This is an optimization exercise on Yosys and OpenROAD, whose aim is small area, a short achievable clock period and few clock cycles per item, not a production implementation. Only simulation tests tie the RTL to the original design; equivalence was not proved. No driver is modelled on the clock port, so clocking that relies on it looks cheaper here than on a real chip.

try-violet:
==> flow/design.v (excerpt) <==
module skinny_top (
    input               clock,
    input               reset,
    input               start,
    input [7:0]         input_plaintext,
    input [23:0]        input_tweakey,
    output              ready,
    output              done,
    output [127:0]      ciphertext
);
export LEC_CHECK = 0
export CAP_MARGIN = 20
export CORE_MARGIN = 2
export CORE_UTILIZATION = 55
export CTS_CLUSTER_DIAMETER = 120
export CTS_CLUSTER_SIZE = 24
export SLEW_MARGIN = 20
create_clock -name core_clock -period 10.0 [get_ports {clock}]
standard.sh (not shown) runs the stock make flow with config.mk's settings and CLKGATE_MAP_FILE= SYNTH_SCRIPT=/design/flow/synth_recipe.tcl, a recipe that flattens the netlist after the stock synthesis.
==> flow/flow/run.sh <==
#!/bin/bash
# Standard ORFS layout (the standard.sh), with the resizer asked to aim for
# a setup slack margin of 6.9 ns, so it works the critical paths harder.
set -euo pipefail
bash standard.sh SETUP_SLACK_MARGIN=6.9 POST_CTS_TCL=$PWD/flow/post_cts.tcl 'BUFFER_PORTS_ARGS=-buffer_cell sky130_fd_sc_hd__buf_1' finish > standard_flow.log 2>&1
==> flow/flow/post_cts.tcl <==
set block [ord::get_db_block]
set root [$block findInst clkbuf_0_clock]
if { $root != "NULL" } {
  set in_net [[$root findITerm A] getNet]
  set out_net [[$root findITerm X] getNet]
  set loads {}
  foreach it [$out_net getITerms] {
    if { [$it getInst] != $root } { lappend loads $it }
  }
  if { [llength $loads] <= 4 } {
    foreach it $loads {
      $it disconnect
      $it connect $in_net
    }
    odb::dbInst_destroy $root
    odb::dbNet_destroy $out_net
    puts "post_cts: clock port now drives [llength $loads] clock buffers directly"
  } else {
    puts "post_cts: root buffer drives [llength $loads] cells, left in place"
  }
}
if { [info exists ::env(RECOVER_MARGIN)] } {
  estimate_parasitics -placement
  set_clock_uncertainty -setup $::env(RECOVER_MARGIN) [all_clocks]
  report_worst_slack -max
  report_design_area
  repair_timing -recover_power 100
  report_worst_slack -max
  report_design_area
  set_clock_uncertainty -setup 0 [all_clocks]
  detailed_placement
  check_placement -verbose
}
Testbench counts of try-violet, summed over its fixed seeds: cycles 27,656, items 384.
The following lists how try-cedar was set up differently from try-violet:
==> flow/flow/run.sh <==
#!/bin/bash
# Standard ORFS layout (the standard.sh), with the resizer asked to aim for
# a setup slack margin of 6.9 ns, so it works the critical paths harder.
set -euo pipefail
bash standard.sh SETUP_SLACK_MARGIN=6.9 POST_CTS_TCL=$PWD/flow/post_cts.tcl finish > standard_flow.log 2>&1
### Flow results
try-cedar closes out successfully: all stages finished, all timing, DRC and antenna checks passed.
Summary of the comparison: worst slew margin relative to its limit is higher in try-cedar, relative to try-violet.
Of try-cedar and try-violet, the lower global-route usage belongs to try-violet.
Cell area ended up 440 µm² higher on try-cedar than on try-violet.
Comparing try-cedar with try-violet, the routed wire length came out essentially unchanged.
The hold path depth was comparable across try-cedar and try-violet.
Slack of the critical path was lower in try-cedar than in try-violet.
Taking try-violet as the reference, in try-cedar maximum clock rate -11 MHz; layout cell share with drive strength beyond 1 grew by 1.3 points; filler cell count in the final layout now sits lower.
Inputs modified between try-cedar and try-onyx:
-- flow/flow/run.sh --
<<< try-cedar, line 5
bash standard.sh SETUP_SLACK_MARGIN=6.9 POST_CTS_TCL=$PWD/flow/post_cts.tcl finish > standard_flow.log 2>&1
>>> try-onyx, line 5
bash standard.sh SETUP_SLACK_MARGIN=6.9 POST_CTS_TCL=$PWD/flow/post_cts.tcl PRE_GLOBAL_ROUTE_TCL=$PWD/flow/pre_grt.tcl POST_GLOBAL_ROUTE_TCL=$PWD/flow/post_grt.tcl GRT_MARGIN=6.9 RECOVER_MARGIN=7.0 SETUP_MOVE_SEQUENCE=unbuffer,sizeup,swap 'BUFFER_PORTS_ARGS=-buffer_cell sky130_fd_sc_hd__buf_1' finish > standard_flow.log 2>&1
==> flow/flow/post_grt.tcl (new file) <==
# Take away the temporary setup uncertainty set by pre_grt.tcl.
if { [info exists ::env(GRT_MARGIN)] } {
  set_clock_uncertainty -setup 0 [all_clocks]
  report_worst_slack -max
  report_design_area
}
==> flow/flow/pre_grt.tcl (new file) <==
# Before global route: express the resizer's setup margin as a temporary
# clock uncertainty, so that the power-recovery step that follows the timing
# repair (RECOVER_POWER) keeps the same margin.  post_grt.tcl removes it.
if { [info exists ::env(GRT_MARGIN)] } {
  set ::env(SETUP_SLACK_MARGIN) 0
  set ::env(RECOVER_POWER) 100
  set_clock_uncertainty -setup $::env(GRT_MARGIN) [all_clocks]
  puts "pre_grt: setup uncertainty $::env(GRT_MARGIN) while repairing"
}
Findings:
Compared with try-cedar, the detailed router inserted fewer vias in try-onyx. Sort try-onyx and try-cedar by largest fanout of any net on the critical path, descending, and try-onyx comes first. Summary of the comparison: maximum frequency is higher in try-onyx, relative to try-cedar. Taking try-cedar as the reference, in try-onyx routed wire length decreased by about 4% relative to the old numbers; critical path data required time decreased by 2.32 ns relative to the old numbers; minimum setup slack in the final design increased by 0.019 ns relative to the old numbers.
Modified inputs, try-harbor compared to try-onyx
- CORE_UTILIZATION: 55 -> 65
==> flow/flow/run.sh <==
#!/bin/bash
# Standard ORFS layout (the standard.sh), with the resizer asked to aim for
# a setup slack margin of 6.9 ns, so it works the critical paths harder.
set -euo pipefail
bash standard.sh SETUP_SLACK_MARGIN=6.9 POST_CTS_TCL=$PWD/flow/post_cts.tcl RECOVER_MARGIN=7.0 SETUP_MOVE_SEQUENCE=unbuffer,sizeup,swap 'BUFFER_PORTS_ARGS=-buffer_cell sky130_fd_sc_hd__buf_1' finish > standard_flow.log 2>&1
removed: flow/flow/post_grt.tcl
removed: flow/flow/pre_grt.tcl
==> notes.md <==
Worst setup slack for try-harbor: 0.012 ns up relative to try-onyx. Looking at die area, try-harbor sits about 15% below try-onyx. In terms of worst path arrival time, try-harbor and try-onyx differ only marginally.

[re-timing with driven ports]
In the flow no input, the clock included, has a driving cell. The finished layouts below were timed again as built, in two steps.
Step 1: set_driving_cell puts a clkbuf_16 on clock and a buf_2 on each other input, an assumption about the parent block.
Step 2, shift: input delay + t, output delay - t, t = (earliest + latest rising clock arrival at the registers) / 2. This alone moves slack from input paths to output paths.
a / b / c = ideal ports / drivers / drivers and shift; a / b = the first two.
run	shift t [ns]	setup WS [ns]	worst register clock-pin slew, ns	worst data-port slew with drivers (ns)
try-violet	0.489	7.020 / 6.975 / 7.020	0.10 / 0.10	0.04
try-cedar	0.488	6.920 / 6.918 / 6.920	0.11 / 0.11	0.04
try-onyx	0.490	6.938 / 6.872 / 7.051	0.11 / 0.11	0.04
try-harbor	0.499	6.951 / 6.886 / 6.985	0.11 / 0.11	0.06
After both steps setup and hold are still met in every run listed.
